What follows belongs to an exercise in optimizing a design on an open flow for small area; a production flow would make more cautious choices. In this exercise RTL edits were held to simulation tests only and were not proved equivalent to the original. No activity file was given, so power comes from the tool's default toggle rates.

===== design/flow/run.sh =====
#!/bin/bash
# synth_recipe.tcl (not shown) runs the flow's synth.tcl, then flattens the netlist and writes it again
# the make line also repeats each setting of config.mk as NAME=value (left out here)
make -C /OpenROAD-flow-scripts/flow DESIGN_CONFIG=/design/flow/config.mk WORK_HOME=/design/flow/orfs CLKGATE_MAP_FILE= SYNTH_SCRIPT=/design/flow/synth_recipe.tcl finish

===== design/flow/config.mk =====
export PLATFORM = sky130hd
export DESIGN_NAME = countdisplay_VGA
export DESIGN_NICKNAME = countdisplay_VGA
export VERILOG_FILES = /design/flow/design.v
export SDC_FILE = /design/flow/constraint.sdc
export NUM_CORES = 4
export LEC_CHECK = 0
export CAP_MARGIN = 20
export CORE_MARGIN = 2
export CORE_UTILIZATION = 40
export SLEW_MARGIN = 20
export SYNTH_MEMORY_MAX_BITS = 65536

===== design/flow/constraint.sdc =====
create_clock -name core_clock -period 20.0 [get_ports {clk}]
set_input_delay 4.0000 -clock core_clock [delete_from_list [all_inputs] [get_ports {clk}]]
set_output_delay 4.0000 -clock core_clock [all_outputs]
set_load 0.01 [all_outputs]

===== design/flow/design.v =====
`timescale 1ns / 1ps
module countdisplay_VGA(
    input clk,
    input rst,
    input [1:0]btn,
    input [1:0]btn2,
    input [1:0]count_light,
    input [3:0]count_55_0,
    input [3:0]count_55_1,
    input [3:0]turn_left_en,
    output [2:0] r,
    output [2:0] g,
    output [1:0] b,
    output hs,
    output vs
    );
    function [9:0] add10; input [9:0] a; input [9:0] b; integer i; reg c; begin
        c = 1'b0;
        for (i = 0; i < 10; i = i + 1) begin add10[i] = a[i] ^ b[i] ^ c; c = (a[i] & b[i]) | (c & (a[i] ^ b[i])); end
    end endfunction
    function [9:0] sub10; input [9:0] a; input [9:0] b; integer i; reg c; begin
        c = 1'b0;   
        for (i = 0; i < 10; i = i + 1) begin sub10[i] = a[i] ^ b[i] ^ c; c = (~a[i] & b[i]) | (c & ~(a[i] ^ b[i])); end
    end endfunction
    function [9:0] inc10; input [9:0] a; integer i; reg c; begin
        c = 1'b1;
        for (i = 0; i < 10; i = i + 1) begin inc10[i] = a[i] ^ c; c = a[i] & c; end
    end endfunction
    function lt10; input [9:0] a; input [9:0] b; integer i; reg r; begin
        r = 1'b0;
        for (i = 0; i < 10; i = i + 1) r = (~a[i] & b[i]) | (~(a[i] ^ b[i]) & r);
        lt10 = r;
    end endfunction
    function inr; input [9:0] x; input [9:0] lo; input [9:0] hi; begin
        inr = ~lt10(x, lo) & ~lt10(hi, x);
    end endfunction
    function ltc7; input [6:0] a; input [6:0] b; begin ltc7 = lt10({3'd0, a}, {3'd0, b}); end endfunction
    function ltc8; input [7:0] a; input [7:0] b; begin ltc8 = lt10({2'd0, a}, {2'd0, b}); end endfunction
    function ltc9; input [8:0] a; input [8:0] b; begin ltc9 = lt10({1'd0, a}, {1'd0, b}); end endfunction
    function ltc10; input [9:0] a; input [9:0] b; begin ltc10 = lt10(a, b); end endfunction
    reg [9:0] hcount, vcount;
    reg rr, gg;
    assign r = {3{rr}};
    assign g = {3{gg}};
    assign b = 2'b00;
    assign hs = ~lt10(hcount, 10'd96);
    assign vs = ~lt10(vcount, 10'd2);
    wire [9:0] h = hcount;
    wire [9:0] v = vcount;
    wire h_end = (hcount == 10'd799);
    wire vs_rise = h_end && (vcount == 10'd1);
    always @(posedge clk) begin
        if (!rst || h_end) hcount <= 10'd0;
        else hcount <= inc10(hcount);
    end
    always @(posedge clk) begin
        if (!rst) vcount <= 10'd0;
        else if (h_end) vcount <= (vcount == 10'd520) ? 10'd0 : inc10(vcount);
    end
    reg [4:0] hj, vj;
    always @(posedge clk) begin
        if (!rst) hj <= 5'd0;
        else hj <= {hj[3:0], ~hj[4]};
    end
    always @(posedge clk) begin
        if (!rst) vj <= 5'd0;
        else if (h_end) vj <= (vcount == 10'd520) ? 5'd0 : {vj[3:0], ~vj[4]};
    end
    wire hm = ~hj[4] & ~hj[2];    
    wire vm = ~vj[4] & ~vj[2];    
    wire [1:0] cl = count_light;
    wire red1 = ~btn[1];           
    wire red2 = ~btn2[1];
    wire go_d = (btn == 2'b11) && (cl == 2'b01);
    wire go_r = (btn2 == 2'b11) && (cl == 2'b10);
    wire go_l = (btn2 == 2'b11) && (cl == 2'b00);
    wire go_u = (btn == 2'b11) && (cl == 2'b11);
    reg [8:0] dc_k, tl0_k, uc_k, tl2_k;
    reg [9:0] rc_k, lc_k;
    reg [7:0] tl1_k, tl3_k, tr2_k, tr3_k;
    reg [6:0] tr0_k, tr1_k;
    wire dc_mv = go_d || (red1 && !ltc9(dc_k, 9'd14));
    always @(posedge clk) begin
        if (!rst) begin dc_k <= 9'd0; tl0_k <= 9'd0; end
        else if (vs_rise) begin
            if (dc_k == 9'd387) dc_k <= 9'd0;
            else if (dc_mv || (red1 && !ltc9(tl0_k, 9'd14))) begin
                if (dc_mv) dc_k <= inc10({1'b0, dc_k});
                tl0_k <= (tl0_k == 9'd419) ? 9'd0 : inc10({1'b0, tl0_k});
            end
        end
    end
    wire rc_mv = go_r || (red2 && !ltc10(rc_k, 10'd16));
    always @(posedge clk) begin
        if (!rst) begin rc_k <= 10'd0; tl1_k <= 8'd0; end
        else if (vs_rise) begin
            if (rc_k == 10'd574) rc_k <= 10'd0;
            else if (rc_mv || (red2 && !ltc8(tl1_k, 8'd16))) begin
                if (rc_mv) rc_k <= inc10(rc_k);
                if (tl1_k != 8'd189) tl1_k <= inc10({2'b0, tl1_k});
            end
        end
    end
    wire lc_mv = go_l || (red2 && !ltc10(lc_k, 10'd24));
    always @(posedge clk) begin
        if (!rst) begin lc_k <= 10'd0; tl3_k <= 8'd0; end
        else if (vs_rise) begin
            if (lc_k == 10'd566) lc_k <= 10'd0;
            else if (lc_mv || (red2 && !ltc8(tl3_k, 8'd12))) begin
                if (lc_mv) lc_k <= inc10(lc_k);
                tl3_k <= (tl3_k == 8'd201) ? 8'd0 : inc10({2'b0, tl3_k});
            end
        end
    end
    wire uc_mv = go_u || (red1 && !ltc9(uc_k, 9'd9));
    always @(posedge clk) begin
        if (!rst) begin uc_k <= 9'd0; tl2_k <= 9'd0; end
        else if (vs_rise) begin
            if (uc_k == 9'd395) uc_k <= 9'd0;
            else if (uc_mv || (red1 && !ltc9(tl2_k, 9'd9))) begin
                if (uc_mv) uc_k <= inc10({1'b0, uc_k});
                tl2_k <= (tl2_k == 9'd289) ? 9'd0 : inc10({1'b0, tl2_k});
            end
        end
    end
    always @(posedge clk) begin
        if (!rst) tr0_k <= 7'd0;
        else if (vs_rise && (!turn_left_en[0] || !ltc7(tr0_k, 7'd22)))
            tr0_k <= (tr0_k == 7'd64) ? 7'd0 : inc10({3'b0, tr0_k});
    end
    always @(posedge clk) begin
        if (!rst) tr1_k <= 7'd0;
        else if (vs_rise && (!turn_left_en[1] || !ltc7(tr1_k, 7'd8)))
            tr1_k <= (tr1_k == 7'd106) ? 7'd0 : inc10({3'b0, tr1_k});
    end
    always @(posedge clk) begin
        if (!rst) tr2_k <= 8'd0;
        else if (vs_rise && (!turn_left_en[2] || !ltc8(tr2_k, 8'd8)))
            tr2_k <= (tr2_k == 8'd211) ? 8'd0 : inc10({2'b0, tr2_k});
    end
    always @(posedge clk) begin
        if (!rst) tr3_k <= 8'd0;
        else if (vs_rise && (!turn_left_en[3] || !ltc8(tr3_k, 8'd9)))
            tr3_k <= (tr3_k == 8'd131) ? 8'd0 : inc10({2'b0, tr3_k});
    end
    wire [9:0] tr0_h0 = sub10(h, {3'd0, tr0_k});
    wire tr0_h = (inr(tr0_h0, 10'd670, 10'd673));
    wire [9:0] tr0_v0 = add10(v, {2'd0, tr0_k, 1'b0});
    wire tr0_v = ((ltc7(tr0_k, 7'd32)) && (inr(tr0_v0, 10'd448, 10'd451) | inr(tr0_v0, 10'd454, 10'd457) | inr(tr0_v0, 10'd460, 10'd463))) | ((!ltc7(tr0_k, 7'd32)) && (inr(v, 10'd384, 10'd387) | inr(v, 10'd390, 10'd393) | inr(v, 10'd396, 10'd399)));
    wire tr0_hit = tr0_h & tr0_v;
    wire [9:0] tr2_h0 = add10(h, {2'd0, tr2_k});
    wire tr2_h = (inr(tr2_h0, 10'd240, 10'd243));
    wire [9:0] tr2_v0 = sub10(v, {1'd0, tr2_k, 1'b0});
    wire tr2_v = ((ltc8(tr2_k, 8'd28)) && (inr(tr2_v0, 10'd94, 10'd97) | inr(tr2_v0, 10'd100, 10'd103) | inr(tr2_v0, 10'd106, 10'd109) | inr(tr2_v0, 10'd112, 10'd115))) | ((!ltc8(tr2_k, 8'd28)) && (inr(v, 10'd150, 10'd153) | inr(v, 10'd156, 10'd159) | inr(v, 10'd162, 10'd165) | inr(v, 10'd168, 10'd171)));
    wire tr2_hit = tr2_h & tr2_v;
    wire [9:0] tr3_h0 = sub10(h, {1'd0, tr3_k, 1'b0});
    wire tr3_h = ((ltc8(tr3_k, 8'd38)) && (inr(tr3_h0, 10'd202, 10'd205) | inr(tr3_h0, 10'd208, 10'd211) | inr(tr3_h0, 10'd214, 10'd217) | inr(tr3_h0, 10'd220, 10'd223))) | ((!ltc8(tr3_k, 8'd38)) && (inr(h, 10'd278, 10'd281) | inr(h, 10'd284, 10'd287) | inr(h, 10'd290, 10'd293) | inr(h, 10'd296, 10'd299)));
    wire [9:0] tr3_v0 = sub10(v, {2'd0, tr3_k});
    wire tr3_v = (inr(tr3_v0, 10'd400, 10'd403));
    wire tr3_hit = tr3_h & tr3_v;
    wire [9:0] tl3_h0 = sub10(h, {1'd0, tl3_k, 1'b0});
    wire tl3_h = ((ltc8(tl3_k, 8'd142)) && (inr(tl3_h0, 10'd202, 10'd205) | inr(tl3_h0, 10'd208, 10'd211) | inr(tl3_h0, 10'd214, 10'd217))) | ((!ltc8(tl3_k, 8'd142)) && (inr(h, 10'd486, 10'd489) | inr(h, 10'd492, 10'd495) | inr(h, 10'd498, 10'd501)));
    wire [9:0] tl3_v0 = add10(v, {2'd0, tl3_k});
    wire tl3_v = (inr(tl3_v0, 10'd290, 10'd293));
    wire tl3_hit = tl3_h & tl3_v;
    wire [9:0] tl0_h1 = add10(h, {1'd0, tl0_k});
    wire tl0_h = ((ltc9(tl0_k, 9'd28)) && (inr(h, 10'd471, 10'd474))) | ((!ltc9(tl0_k, 9'd28)) && (inr(tl0_h1, 10'd499, 10'd502)));
    wire [9:0] tl0_v0 = add10(v, {1'd0, tl0_k});
    wire tl0_v = ((ltc9(tl0_k, 9'd178)) && (inr(tl0_v0, 10'd418, 10'd421) | inr(tl0_v0, 10'd424, 10'd427) | inr(tl0_v0, 10'd430, 10'd433))) | ((!ltc9(tl0_k, 9'd178)) && (inr(v, 10'd240, 10'd243) | inr(v, 10'd246, 10'd249) | inr(v, 10'd252, 10'd255)));
    wire tl0_hit = tl0_h & tl0_v;
    wire [9:0] tl1_h0 = add10(h, {2'd0, tl1_k});
    wire [9:0] tl1_h1 = add10(h, {1'd0, tl1_k, 1'b0});
    wire tl1_h = ((ltc8(tl1_k, 8'd25)) && (inr(tl1_h0, 10'd715, 10'd718) | inr(tl1_h0, 10'd721, 10'd724) | inr(tl1_h0, 10'd727, 10'd730))) | ((!ltc8(tl1_k, 8'd25)) && (inr(tl1_h1, 10'd740, 10'd743) | inr(tl1_h1, 10'd746, 10'd749) | inr(tl1_h1, 10'd752, 10'd755)));
    wire [9:0] tl1_v1 = sub10(v, {2'd0, tl1_k});
    wire tl1_v = ((ltc8(tl1_k, 8'd25)) && (inr(v, 10'd240, 10'd243))) | ((!ltc8(tl1_k, 8'd25)) && (inr(tl1_v1, 10'd215, 10'd218)));
    wire tl1_hit = tl1_h & tl1_v;
    wire [9:0] tl2_h1 = sub10(h, {tl2_k[8:0],1'b0});
    wire [9:0] tl2_h2 = sub10(h, {1'd0, tl2_k});
    wire tl2_h = ((ltc9(tl2_k, 9'd78)) && (inr(h, 10'd445, 10'd448))) | ((!ltc9(tl2_k, 9'd78) && ltc9(tl2_k, 9'd202)) && (inr(tl2_h1, 10'd289, 10'd292))) | ((!ltc9(tl2_k, 9'd202)) && (inr(tl2_h2, 10'd491, 10'd494)));
    wire [9:0] tl2_v0 = sub10(v, {1'd0, tl2_k});
    wire tl2_v = ((ltc9(tl2_k, 9'd202)) && (inr(tl2_v0, 10'd100, 10'd103) | inr(tl2_v0, 10'd106, 10'd109) | inr(tl2_v0, 10'd112, 10'd115))) | ((!ltc9(tl2_k, 9'd202)) && (inr(v, 10'd302, 10'd305) | inr(v, 10'd308, 10'd311) | inr(v, 10'd314, 10'd317)));
    wire tl2_hit = tl2_h & tl2_v;
    wire dc_h = (inr(h, 10'd488, 10'd491) | inr(h, 10'd503, 10'd506) | inr(h, 10'd518, 10'd521) | inr(h, 10'd608, 10'd611) | inr(h, 10'd623, 10'd626) | inr(h, 10'd638, 10'd641));
    wire [9:0] dc_v0 = add10(v, {1'd0, dc_k});
    wire dc_v = (inr(dc_v0, 10'd418, 10'd421) | inr(dc_v0, 10'd424, 10'd427) | inr(dc_v0, 10'd430, 10'd433) | inr(dc_v0, 10'd436, 10'd439));
    wire dc_hit = dc_h & dc_v;
    wire uc_h = (inr(h, 10'd278, 10'd281) | inr(h, 10'd293, 10'd296) | inr(h, 10'd308, 10'd311) | inr(h, 10'd408, 10'd411) | inr(h, 10'd423, 10'd426) | inr(h, 10'd438, 10'd441));
    wire [9:0] uc_v0 = sub10(v, {1'd0, uc_k});
    wire uc_v = (inr(uc_v0, 10'd94, 10'd97) | inr(uc_v0, 10'd100, 10'd103) | inr(uc_v0, 10'd106, 10'd109) | inr(uc_v0, 10'd112, 10'd115));
    wire uc_hit = uc_h & uc_v;
    wire [9:0] rc_h0 = add10(h, rc_k);
    wire rc_h = (inr(rc_h0, 10'd715, 10'd718) | inr(rc_h0, 10'd721, 10'd724) | inr(rc_h0, 10'd727, 10'd730) | inr(rc_h0, 10'd733, 10'd736));
    wire rc_v = (inr(v, 10'd172, 10'd175) | inr(v, 10'd182, 10'd185) | inr(v, 10'd192, 10'd195) | inr(v, 10'd212, 10'd215) | inr(v, 10'd222, 10'd225) | inr(v, 10'd232, 10'd235));
    wire rc_hit = rc_h & rc_v;
    wire [9:0] lc_h0 = sub10(h, lc_k);
    wire lc_h = (inr(lc_h0, 10'd196, 10'd199) | inr(lc_h0, 10'd202, 10'd205) | inr(lc_h0, 10'd208, 10'd211) | inr(lc_h0, 10'd214, 10'd217));
    wire lc_v = (inr(v, 10'd319, 10'd322) | inr(v, 10'd329, 10'd332) | inr(v, 10'd339, 10'd342) | inr(v, 10'd359, 10'd362) | inr(v, 10'd369, 10'd372) | inr(v, 10'd379, 10'd382));
    wire lc_hit = lc_h & lc_v;
    wire [9:0] tr1_h0 = add10(h, {2'd0, tr1_k, 1'b0});
    wire tr1_h = ((ltc7(tr1_k, 7'd36)) && (inr(tr1_h0, 10'd715, 10'd718) | inr(tr1_h0, 10'd721, 10'd724) | inr(tr1_h0, 10'd733, 10'd736))) | ((!ltc7(tr1_k, 7'd36)) && (inr(h, 10'd643, 10'd646) | inr(h, 10'd649, 10'd652) | inr(h, 10'd661, 10'd664)));
    wire [9:0] tr1_v0 = add10(v, {3'd0, tr1_k});
    wire tr1_v = (inr(tr1_v0, 10'd135, 10'd138));
    wire tr1_hit = tr1_h & tr1_v;
    wire car_hit = tr0_hit | tr2_hit | tr3_hit | tl3_hit | tl0_hit | tl1_hit | tl2_hit | dc_hit | uc_hit | rc_hit | lc_hit | tr1_hit;
    wire arrow_hit = ((v==104) && (h==522 || h==642))
      || ((v==105) && ((h>=521 && h<=523) || (h>=641 && h<=643)))
      || ((v==106 || (v>=109 && v<=114)) && ((h>=520 && h<=524) || (h>=640 && h<=644)))
      || ((v==107) && ((h>=519 && h<=525) || (h>=639 && h<=645)))
      || ((v==108) && ((h>=518 && h<=526) || (h>=638 && h<=646)))
      || ((v==163 || v==171 || v==223 || v==231) && (h==220))
      || ((v==164 || v==170 || v==224 || v==230) && ((h>=220 && h<=221)))
      || ((v==165 || v==169 || v==225 || v==229) && ((h>=214 && h<=222)))
      || ((v==166 || v==168 || v==226 || v==228) && ((h>=214 && h<=223)))
      || ((v==167 || v==227) && ((h>=214 && h<=224)))
      || ((v==178 || v==251) && (h==726))
      || ((v==179 || v==250) && ((h>=725 && h<=727)))
      || ((v==180 || v==246 || v==249) && ((h>=724 && h<=728)))
      || ((v==181 || v==248) && ((h>=723 && h<=729)))
      || ((v==182 || v==247) && ((h>=722 && h<=730)))
      || ((v==183) && ((h>=725 && h<=728)))
      || ((v==184) && ((h>=724 && h<=727)))
      || ((v==185) && ((h>=722 && h<=725)))
      || ((v==186) && ((h>=722 && h<=725) || h==730))
      || ((v==187) && ((h>=721 && h<=724) || (h>=730 && h<=731)))
      || ((v==188 || v==192 || v==237 || v==241) && ((h>=715 && h<=732)))
      || ((v==189 || v==191 || v==238 || v==240) && ((h>=715 && h<=733)))
      || ((v==190 || v==239) && ((h>=715 && h<=734)))
      || ((v==193 || v==236) && ((h>=730 && h<=731)))
      || ((v==194 || v==235) && (h==730))
      || ((v==242) && ((h>=720 && h<=724) || (h>=730 && h<=731)))
      || ((v==243) && ((h>=721 && h<=725) || h==730))
      || ((v==244) && ((h>=722 && h<=726)))
      || ((v==245) && ((h>=723 && h<=727)))
      || ((v==308 || v==381) && (h==209))
      || ((v==309 || v==380) && ((h>=208 && h<=209)))
      || ((v==310) && ((h>=207 && h<=224)))
      || ((v==311) && ((h>=206 && h<=224) || h==719))
      || ((v==312) && ((h>=205 && h<=224) || (h>=718 && h<=719)))
      || ((v==313) && ((h>=206 && h<=224) || (h>=717 && h<=725)))
      || ((v==314) && ((h>=207 && h<=224) || (h>=716 && h<=725)))
      || ((v==315) && ((h>=208 && h<=209) || (h>=215 && h<=219) || (h>=715 && h<=725)))
      || ((v==316) && (h==209 || (h>=214 && h<=218) || (h>=716 && h<=725)))
      || ((v==317) && ((h>=213 && h<=217) || (h>=717 && h<=725)))
      || ((v==318) && ((h>=212 && h<=216) || (h>=718 && h<=719)))
      || ((v==319) && ((h>=211 && h<=215) || h==719))
      || ((v==320 || v==369) && ((h>=209 && h<=217)))
      || ((v==321 || v==368) && ((h>=210 && h<=216)))
      || ((v==322 || v==367 || v==370) && ((h>=211 && h<=215)))
      || ((v==323 || v==366) && ((h>=212 && h<=214)))
      || ((v==324 || v==365) && (h==213))
      || ((v==371) && ((h>=212 && h<=216) || h==719))
      || ((v==372) && ((h>=213 && h<=217) || (h>=718 && h<=719)))
      || ((v==373) && (h==209 || (h>=214 && h<=218) || (h>=717 && h<=725)))
      || ((v==374) && ((h>=208 && h<=209) || (h>=215 && h<=219) || (h>=716 && h<=725)))
      || ((v==375) && ((h>=207 && h<=224) || (h>=715 && h<=725)))
      || ((v==376) && ((h>=206 && h<=224) || (h>=716 && h<=725)))
      || ((v==377) && ((h>=205 && h<=224) || (h>=717 && h<=725)))
      || ((v==378) && ((h>=206 && h<=224) || (h>=718 && h<=719)))
      || ((v==379) && ((h>=207 && h<=224) || h==719))
      || ((v==416) && ((h>=279 && h<=283) || (h>=399 && h<=403) || h==531 || h==640))
      || ((v==417) && ((h>=279 && h<=283) || (h>=399 && h<=403) || (h>=530 && h<=532) || (h>=639 && h<=641) || h==649))
      || ((v==418) && ((h>=279 && h<=283) || (h>=399 && h<=403) || h==522 || (h>=529 && h<=533) || (h>=638 && h<=642) || (h>=649 && h<=650)))
      || ((v==419) && ((h>=279 && h<=283) || (h>=399 && h<=403) || (h>=521 && h<=522) || (h>=528 && h<=534) || (h>=637 && h<=643) || (h>=649 && h<=651)))
      || ((v==420) && ((h>=279 && h<=283) || (h>=399 && h<=403) || (h>=521 && h<=523) || (h>=527 && h<=535) || (h>=636 && h<=644) || (h>=649 && h<=652)))
      || ((v==421) && ((h>=279 && h<=283) || (h>=399 && h<=403) || (h>=519 && h<=523) || (h>=529 && h<=533) || (h>=638 && h<=642) || (h>=648 && h<=653)))
      || ((v==422) && ((h>=277 && h<=285) || (h>=397 && h<=405) || (h>=518 && h<=524) || (h>=529 && h<=533) || (h>=638 && h<=642) || (h>=647 && h<=654)))
      || ((v==423) && ((h>=278 && h<=284) || (h>=398 && h<=404) || (h>=517 && h<=525) || (h>=529 && h<=533) || (h>=638 && h<=642) || (h>=646 && h<=655)))
      || ((v==424) && ((h>=279 && h<=283) || (h>=399 && h<=403) || (h>=516 && h<=526) || (h>=529 && h<=533) || (h>=638 && h<=642) || (h>=645 && h<=654)))
      || ((v==425) && ((h>=280 && h<=282) || (h>=400 && h<=402) || (h>=517 && h<=527) || (h>=529 && h<=533) || (h>=638 && h<=642) || (h>=644 && h<=653)))
      || ((v==426) && (h==281 || h==401 || (h>=518 && h<=522) || (h>=524 && h<=533) || (h>=638 && h<=647) || (h>=649 && h<=652)))
      || ((v==427) && ((h>=519 && h<=522) || (h>=525 && h<=533) || (h>=638 && h<=646) || (h>=649 && h<=651)))
      || ((v==428) && ((h>=520 && h<=522) || (h>=526 && h<=533) || (h>=638 && h<=645) || (h>=649 && h<=650)))
      || ((v==429) && ((h>=521 && h<=522) || (h>=527 && h<=533) || (h>=638 && h<=644) || h==649))
      || ((v==430) && (h==522 || (h>=528 && h<=533) || (h>=638 && h<=643)))
      || (((v>=431 && v<=435)) && ((h>=529 && h<=533) || (h>=638 && h<=642)));
    function glyph;
        input [3:0] d;
        input [4:0] x;
        input [4:0] y;
        reg T, M, B, U, L, Lc, Rc, Cc;
        begin
            T = (y <= 2); M = (y >= 9 && y <= 10); B = (y >= 17 && y <= 19);
            U = (y >= 3 && y <= 8); L = (y >= 11 && y <= 16);
            Lc = (x <= 4); Rc = (x >= 15 && x <= 19); Cc = (x >= 10 && x <= 14);
            case (d)
            4'd0: glyph = T | B | ((y >= 3 && y <= 16) & (Lc | Rc));
            4'd1: glyph = ((y == 0) & Cc) | ((y == 1) & (x >= 6 && x <= 14)) | ((y == 2) & (x >= 3 && x <= 14))
                        | ((y >= 3 && y <= 17) & Cc) | ((y >= 18 && y <= 19) & (x >= 5 && x <= 19));
            4'd2: glyph = T | M | B | (U & Rc) | (L & Lc);
            4'd3: glyph = T | M | B | ((U | L) & Rc);
            4'd4: glyph = ((y <= 8) & (Lc | Cc)) | M | ((y >= 11 && y <= 19) & Cc);
            4'd5: glyph = T | M | B | (U & Lc) | (L & Rc);
            4'd6: glyph = T | M | B | (U & Lc) | (L & (Lc | Rc));
            4'd7: glyph = T | ((y >= 3 && y <= 19) & Rc);
            4'd8: glyph = T | M | B | ((U | L) & (Lc | Rc));
            4'd9: glyph = T | M | (U & (Lc | Rc)) | ((y >= 11 && y <= 19) & Rc);
            default: glyph = 1'b0;
            endcase
        end
    endfunction
    reg win_l, win_r;
    reg [9:0] xl, yl, xr, yr;
    always @* begin
        case (cl)
        2'b01: begin
            win_l = h >= 500 && h < 520 && v >= 360 && v < 380; xl = h - 10'd500; yl = v - 10'd360;
            win_r = h >= 470 && h < 490 && v >= 360 && v < 380; xr = h - 10'd470; yr = v - 10'd360;
        end
        2'b10: begin
            win_l = h >= 620 && h < 640 && v >= 195 && v < 215; xl = 10'd214 - v; yl = h - 10'd620;
            win_r = h >= 620 && h < 640 && v >= 225 && v < 245; xr = 10'd244 - v; yr = h - 10'd620;
        end
        2'b11: begin
            win_l = h >= 380 && h < 400 && v >= 170 && v < 190; xl = h - 10'd380; yl = v - 10'd170;
            win_r = h >= 350 && h < 370 && v >= 170 && v < 190; xr = h - 10'd350; yr = v - 10'd170;
        end
        default: begin
            win_l = h >= 273 && h < 293 && v >= 350 && v < 370; xl = 10'd369 - v; yl = h - 10'd273;
            win_r = h >= 273 && h < 293 && v >= 380 && v < 400; xr = 10'd399 - v; yr = h - 10'd273;
        end
        endcase
    end
    wire [3:0] dsel = win_l ? count_55_0 : count_55_1;
    wire [4:0] xs = win_l ? xl[4:0] : xr[4:0];
    wire [4:0] ys = win_l ? yl[4:0] : yr[4:0];
    wire digit_hit = (win_l | win_r) & glyph(dsel, xs, ys);
    reg s_hit, s_r, s_g;
    always @* begin
        s_hit = 1'b1; s_r = 1'b0; s_g = 1'b0;
        if (v >= 390 && v <= 410 && ((h >= 500 && h <= 520) || (h >= 470 && h <= 490)) && cl == 2'b01 && btn == 2'b00) begin s_r = 1; s_g = 0; end
        else if (v >= 390 && v <= 410 && ((h >= 500 && h <= 520) || (h >= 470 && h <= 490)) && cl == 2'b01 && btn == 2'b01) begin s_r = 1; s_g = 1; end
        else if (v >= 390 && v <= 410 && ((h >= 500 && h <= 520) || (h >= 470 && h <= 490)) && cl == 2'b01 && btn == 2'b11) begin s_r = 0; s_g = 1; end
        else if (v >= 390 && v <= 410 && ((h >= 500 && h <= 520) || (h >= 470 && h <= 490)) && cl != 2'b01) begin s_r = 1; s_g = 0; end
        else if (v >= 390 && v <= 410 && h >= 530 && h <= 550) begin s_r = 0; s_g = 1; end
        else if (h >= 663 && h <= 683 && ((v >= 225 && v <= 245) || (v >= 255 && v <= 275)) && cl == 2'b10 && btn2 == 2'b00) begin s_r = 1; s_g = 0; end
        else if (h >= 663 && h <= 683 && ((v >= 225 && v <= 245) || (v >= 255 && v <= 275)) && cl == 2'b10 && btn2 == 2'b01) begin s_r = 1; s_g = 1; end
        else if (h >= 663 && h <= 683 && ((v >= 225 && v <= 245) || (v >= 255 && v <= 275)) && cl == 2'b10 && btn2 == 2'b11) begin s_r = 0; s_g = 1; end
        else if (h >= 663 && h <= 683 && ((v >= 225 && v <= 245) || (v >= 255 && v <= 275)) && cl != 2'b10) begin s_r = 1; s_g = 0; end
        else if (v >= 195 && v <= 215 && h >= 663 && h <= 683) begin s_r = 0; s_g = 1; end
        else if (v >= 140 && v <= 160 && ((h >= 380 && h <= 400) || (h >= 410 && h <= 430)) && cl == 2'b11) begin
            if (btn == 2'b01 || btn2 == 2'b01) begin s_r = 1; s_g = 1; end else begin s_r = 0; s_g = 1; end
        end
        else if (v >= 140 && v <= 160 && ((h >= 380 && h <= 400) || (h >= 410 && h <= 430)) && cl != 2'b11) begin s_r = 1; s_g = 0; end
        else if (v >= 140 && v <= 160 && h >= 350 && h <= 370) begin s_r = 0; s_g = 1; end
        else if (h >= 243 && h <= 263 && ((v >= 350 && v <= 370) || (v >= 320 && v <= 340)) && cl == 2'b00 && btn2 == 2'b00) begin s_r = 1; s_g = 0; end
        else if (h >= 243 && h <= 263 && ((v >= 350 && v <= 370) || (v >= 320 && v <= 340)) && cl == 2'b00 && btn2 == 2'b01) begin s_r = 1; s_g = 1; end
        else if (h >= 243 && h <= 263 && ((v >= 350 && v <= 370) || (v >= 320 && v <= 340)) && cl == 2'b00 && btn2 == 2'b11) begin s_r = 0; s_g = 1; end
        else if (h >= 243 && h <= 263 && ((v >= 350 && v <= 370) || (v >= 320 && v <= 340)) && cl != 2'b00) begin s_r = 1; s_g = 0; end
        else if (v >= 380 && v <= 400 && h >= 243 && h <= 263) begin s_r = 0; s_g = 1; end
        else if (v >= 405 && v <= 415 && h >= 15 && h <= 783 && hm && btn == 2'b00) begin s_r = 0; s_g = 1; end
        else if (v >= 405 && v <= 415 && h >= 15 && h <= 783 && hm && btn == 2'b01) begin s_r = 1; s_g = 1; end
        else if (v >= 405 && v <= 415 && h >= 15 && h <= 783 && hm && btn == 2'b11) begin s_r = 1; s_g = 0; end
        else if (v >= 120 && v <= 130 && h >= 15 && h <= 783 && hm && btn == 2'b00) begin s_r = 0; s_g = 1; end
        else if (v >= 120 && v <= 130 && h >= 15 && h <= 783 && hm && btn == 2'b01) begin s_r = 1; s_g = 1; end
        else if (v >= 120 && v <= 130 && h >= 15 && h <= 783 && hm && btn == 2'b11) begin s_r = 1; s_g = 0; end
        else if (h >= 230 && h <= 240 && v >= 15 && vm && v <= 740 && btn2 == 2'b00) begin s_r = 0; s_g = 1; end
        else if (h >= 230 && h <= 240 && v >= 15 && vm && v <= 740 && btn2 == 2'b01) begin s_r = 1; s_g = 1; end
        else if (h >= 230 && h <= 240 && v >= 15 && vm && v <= 740 && btn2 == 2'b11) begin s_r = 1; s_g = 0; end
        else if (h >= 700 && h <= 710 && v >= 15 && vm && v <= 740 && btn2 == 2'b00) begin s_r = 0; s_g = 1; end
        else if (h >= 700 && h <= 710 && v >= 15 && vm && v <= 740 && btn2 == 2'b01) begin s_r = 1; s_g = 1; end
        else if (h >= 700 && h <= 710 && v >= 15 && vm && v <= 740 && btn2 == 2'b11) begin s_r = 1; s_g = 0; end
        else if (h >= 15 && h <= 230 && v >= 282 && v <= 285) begin s_r = 1; s_g = 1; end
        else if (h >= 710 && h <= 775 && v >= 282 && v <= 285) begin s_r = 1; s_g = 1; end
        else if (h >= 465 && h <= 468 && v >= 415 && v <= 480) begin s_r = 1; s_g = 1; end
        else if (h >= 465 && h <= 468 && v >= 15 && v <= 120) begin s_r = 1; s_g = 1; end
        else if (h >= 15 && h <= 783 && v >= 206 && v <= 209 && hm && (h < 230 || h > 700)) begin s_r = 1; s_g = 0; end
        else if (h >= 15 && h <= 783 && v >= 345 && v <= 348 && hm && (h < 230 || h > 700)) begin s_r = 1; s_g = 0; end
        else if (h >= 584 && h <= 587 && v >= 15 && v <= 783 && vm && (v < 120 || v > 415)) begin s_r = 1; s_g = 0; end
        else if (h >= 352 && h <= 355 && v >= 15 && v <= 783 && vm && (v < 120 || v > 415)) begin s_r = 1; s_g = 0; end
        else s_hit = 1'b0;
    end
    wire r_next = s_hit ? s_r : car_hit;
    wire g_next = s_hit ? s_g : (!car_hit && (digit_hit || arrow_hit));
    always @(posedge clk) begin
        if (!rst) begin rr <= 1'b0; gg <= 1'b0; end
        else begin rr <= r_next; gg <= g_next; end
    end
endmodule

==> run_results.csv <==
group,metric,value,unit
timing,rsz0062_at_grt,"no",
power,p_seq_share,38.8,%
clock_tree,cts_setup_buffers,0,
placement,place_inst,3247,
timing,worst_pin_slew,1140,ps
power,p_sw,204,µW
clock_tree,cts_tree,"done",
clock_tree,cts_sinks,134,
yosys,ys_seq_elements,134,
floorplanning,core_area,50000,µm²
setup_path,crit_path_start_kind,"input port",
setup_path,path_class,"input port to flip-flop",
worst_hold_path,hp-class,"flip-flop to flip-flop",
detailed_routing,first_iter_violations,2775,
floorplanning,dieWidth,229,µm
setup_path,worst-path-buf-inv,2,
placement,port_buffers,27,
timing,finalHoldViolCount,0,
power,pwr-share-comb,13.9,%
placement,routabilityCongestion,1.03,
clock_tree,cts.clk_slew.worst_paths,70,ps
setup_path,end_kind,"flip-flop",
floorplanning,dieArea,52300,µm²
floorplanning,initial_core_util,40.4,%
timing,maxSlewHeadroom,23.9,%
layout,nets,2950,
power,p_leak,0.00844,µW
clock_tree,cts-resized-gates,0,
power,irDropWorstVdd,0.0607,mV
floorplanning,io_pins,30,
yosys,synth_top_area_cell,"fa_1",
global_route,grt_pass1_vias,21100,
layout,register_area,2700,µm²
clock_tree,htreeDepth,4,
yosys,synthTopCellsByArea,"fa_1, dfxtp_1, ha_1",
timing,max_freq,0.128,GHz
yosys,syn_area_per_cell,7.68,µm²
yosys,yosysSeqAreaShare,13.3,%
layout,areaGrowthSynthToFinish,8.07,%
yosys,netlist.area_leader.share,15.6,%
detailed_routing,num_vias,21800,
clock_tree,hold_buffers,0,
power,swShare,29.6,%
timing,setup_viol,0,
yosys,synth_cell_type_count,96,
yosys,synth_most_common_cell,"nor2_1",
setup_path,crit_arrival,8160,ps
setup_path,crit_required,20360,ps
layout,layout-drive-gt1-share,5.52,%
power,clkPwrFrac,47.3,%
timing,period_needed,7810,ps
setup_path,crit_family,"compound AO/OA/AOI/OAI gates",
detailed_routing,wl,92.2,mm
clock_tree,cts-buffers-inserted,17,
floorplanning,row_count,82,
detailed_routing,postRouteAntennaNets,0,
detailed_routing,routed_via_density,6.65,
yosys,synth-main-ff-cell,"dfxtp_1",
clock_tree,clockBufferDepth,2,
setup_path,crit_chain,"clkdlybuf4s50_1, buf_4, nand2_1, ha_1, ha_1, a21oi_1, xnor2_1, a2111oi_0, nand3_1, nand2_1, o32ai_1, o22ai_1, nor4bb_1, o211a_1, o21ai_1",
global_route,grt_max_degree,67,
timing,finalClockSkew,19.6,ps
timing,post-route-period-util,39.0,%
setup_path,worstPathMaxFanout,30,
floorplanning,die_h,229,µm
layout,fin_util,43.7,%
detailed_routing,routedWlPerCell,28.1,µm
yosys,synth_area,20200,µm²
placement,dpl.hpwl,67.8,mm
clock_tree,cts-root-buf,"clkbuf_16",
layout,layoutNonFillerInstCount,3283,
clock_tree,clkLatencyLatePin,460,ps
global_route,overflow,0,
global_route,grt_antenna_before_repair,4,
power,p_int,487,µW
detailed_routing,drc,0,
layout,multiInputGateArea,16200,µm²
global_route,grt_usage,34.5,%
global_route,grt_pass1_wl,137,mm
detailed_routing,firstDrtPassIters,8,
run_status,status,"timing/DRC/antenna clean",
yosys,postSynth.asyncResetShare,0,%
yosys,synth_edf_count,0,
yosys,syn_inst,2632,
timing,whs,436,ps
layout,fillers,5069,
timing,fin_tns_setup,0,ps
yosys,synthTopCellsByCount,"nor2_1, nand2_1, a21oi_1",
yosys,ys_warn_count,1,
run,maxCapViolations,0,
setup_path,slowest_stage,"a2111oi_0",
timing,finalMaxSlewViolations,0,
setup_path,cp_slowest_stage_delay,870,ps
power,power_density,31.6,nW/µm²
## flip-flops by register name, indices dropped and copies added, names as in the netlist, 5 cells and up
signal,flops
tl1_k,8
dc_k,9
hcount,10
tl0_k,9
tr2_k,8
tr3_k,8
lc_k,10
tl3_k,8
tr1_k,7
uc_k,9
vcount,10
rc_k,10
tr0_k,7
vj,5
tl2_k,9
hj,5
## path summary, 6_finish.rpt
path,startpoint,end,depth (start not counted),slack [ps]
max,count_light[1],gg$_SDFF_PN0_,15,12190
min,hj[4]$_SDFF_PN0_,hj[0]$_SDFF_PN0_,1,440
max reg2reg,hcount[4]$_SDFF_PP0_,rr$_SDFF_PN0_,16,13920
min reg2reg,hj[4]$_SDFF_PN0_,hj[0]$_SDFF_PN0_,1,440
## placed cells by master (no fill, tap or decap), types with 56 or more instances in the layout
master / Yosys / final
ha_1: 176 / 176
a21oi_1: 198 / 198
nor2_1: 260 / 260
buf_4: 11 / 63
fa_1: 157 / 157
o21ai_0: 141 / 141
inv_1: 188 / 187
nand3_1: 92 / 92
nand2_1: 246 / 246
mux2i_1: 56 / 56
dfxtp_1: 134 / 124
nor3_1: 68 / 68
## logic make-up after synthesis
logic type      Yosys count  synth area share, %
compound gates          727                 23.7
xor+xnor                 61                 2.64
fa+ha+maj               335                 26.5
buf+inv                 342                 6.80
flops                   134                 13.3
mux                      61                 3.13
other cells               1               0.0186
simple gates            971                 23.9
## area by class of cell
class                   count  share of cell area (%)
multi-input cells        2157                    74.1
flip-flops and latches    134                    12.3
well taps                 672                    3.85
repair buffers             93                    3.59
inverters                 194                    3.33
clock buffers              18                    2.01
clock inverters            14                   0.745
diodes                      1                  0.0115
## stage by stage
stage               total power (µW)  instance area [µm²]  setup slack, ps
floorplan                        331                20200            13110
global placement                 366                21200            11790
detailed placement               366                21200            11710
CTS                              694                21800            12200
global route                     714                21800            11820
finish                           691                21800            12190
## per-layer routing
metal | track usage, % | routed length [µm] | share of wire, %
met5 | 0 | 44 | 0.048
met4 | 21.6 | 6860 | 7.4
met3 | 8.25 | 9340 | 10
met2 | 52.7 | 39600 | 43
met1 | 43.9 | 36400 | 39
## power by group through the flow
stage                     sequential, µW  clock [µW]  combinational (µW)
after floorplan                      275           0                55.4
after global placement               274           0                91.7
after detailed placement             274           0                92.2
after CTS                            268         333                92.7
after global routing                 268         344                 102
final                                268         327                96.3
## worst reg2reg max path: cells and delay by family (launching register included)
kind	cells	cell delay, ps
AO/OA/AOI/OAI	4	1300
adder cells (fa/ha/maj)	5	1970
buffers and inverters	4	1410
flip-flops	1	610
AND/OR/NAND/NOR	3	650

re-timing with driven ports:
The flow's constraints put no driver on any port. The routed layout listed below was extracted and timed again, unchanged, in two steps. Step 1 assumes that a clkbuf_16 drives the clock port and a buf_2 every other input. Step 2 moves the port delays by t, midway between the first and last clock arrival at a register: inputs arrive t later, outputs are due t later. That takes back most of the time a late clock gives input paths. Slacks: ideal / step 1 / step 2; pairs: ideal / step 1.
shift t [ns]: 0.502
setup slack, ns: 12.191 / 12.219 / 11.717
worst data-port slew with drivers (ns): 0.06
pins driven straight from the clock port: 1
After both steps setup and hold are still met in this run. For this run, drivers alone change the setup slack by +0.028 ns; drivers and shift together by -0.474 ns.
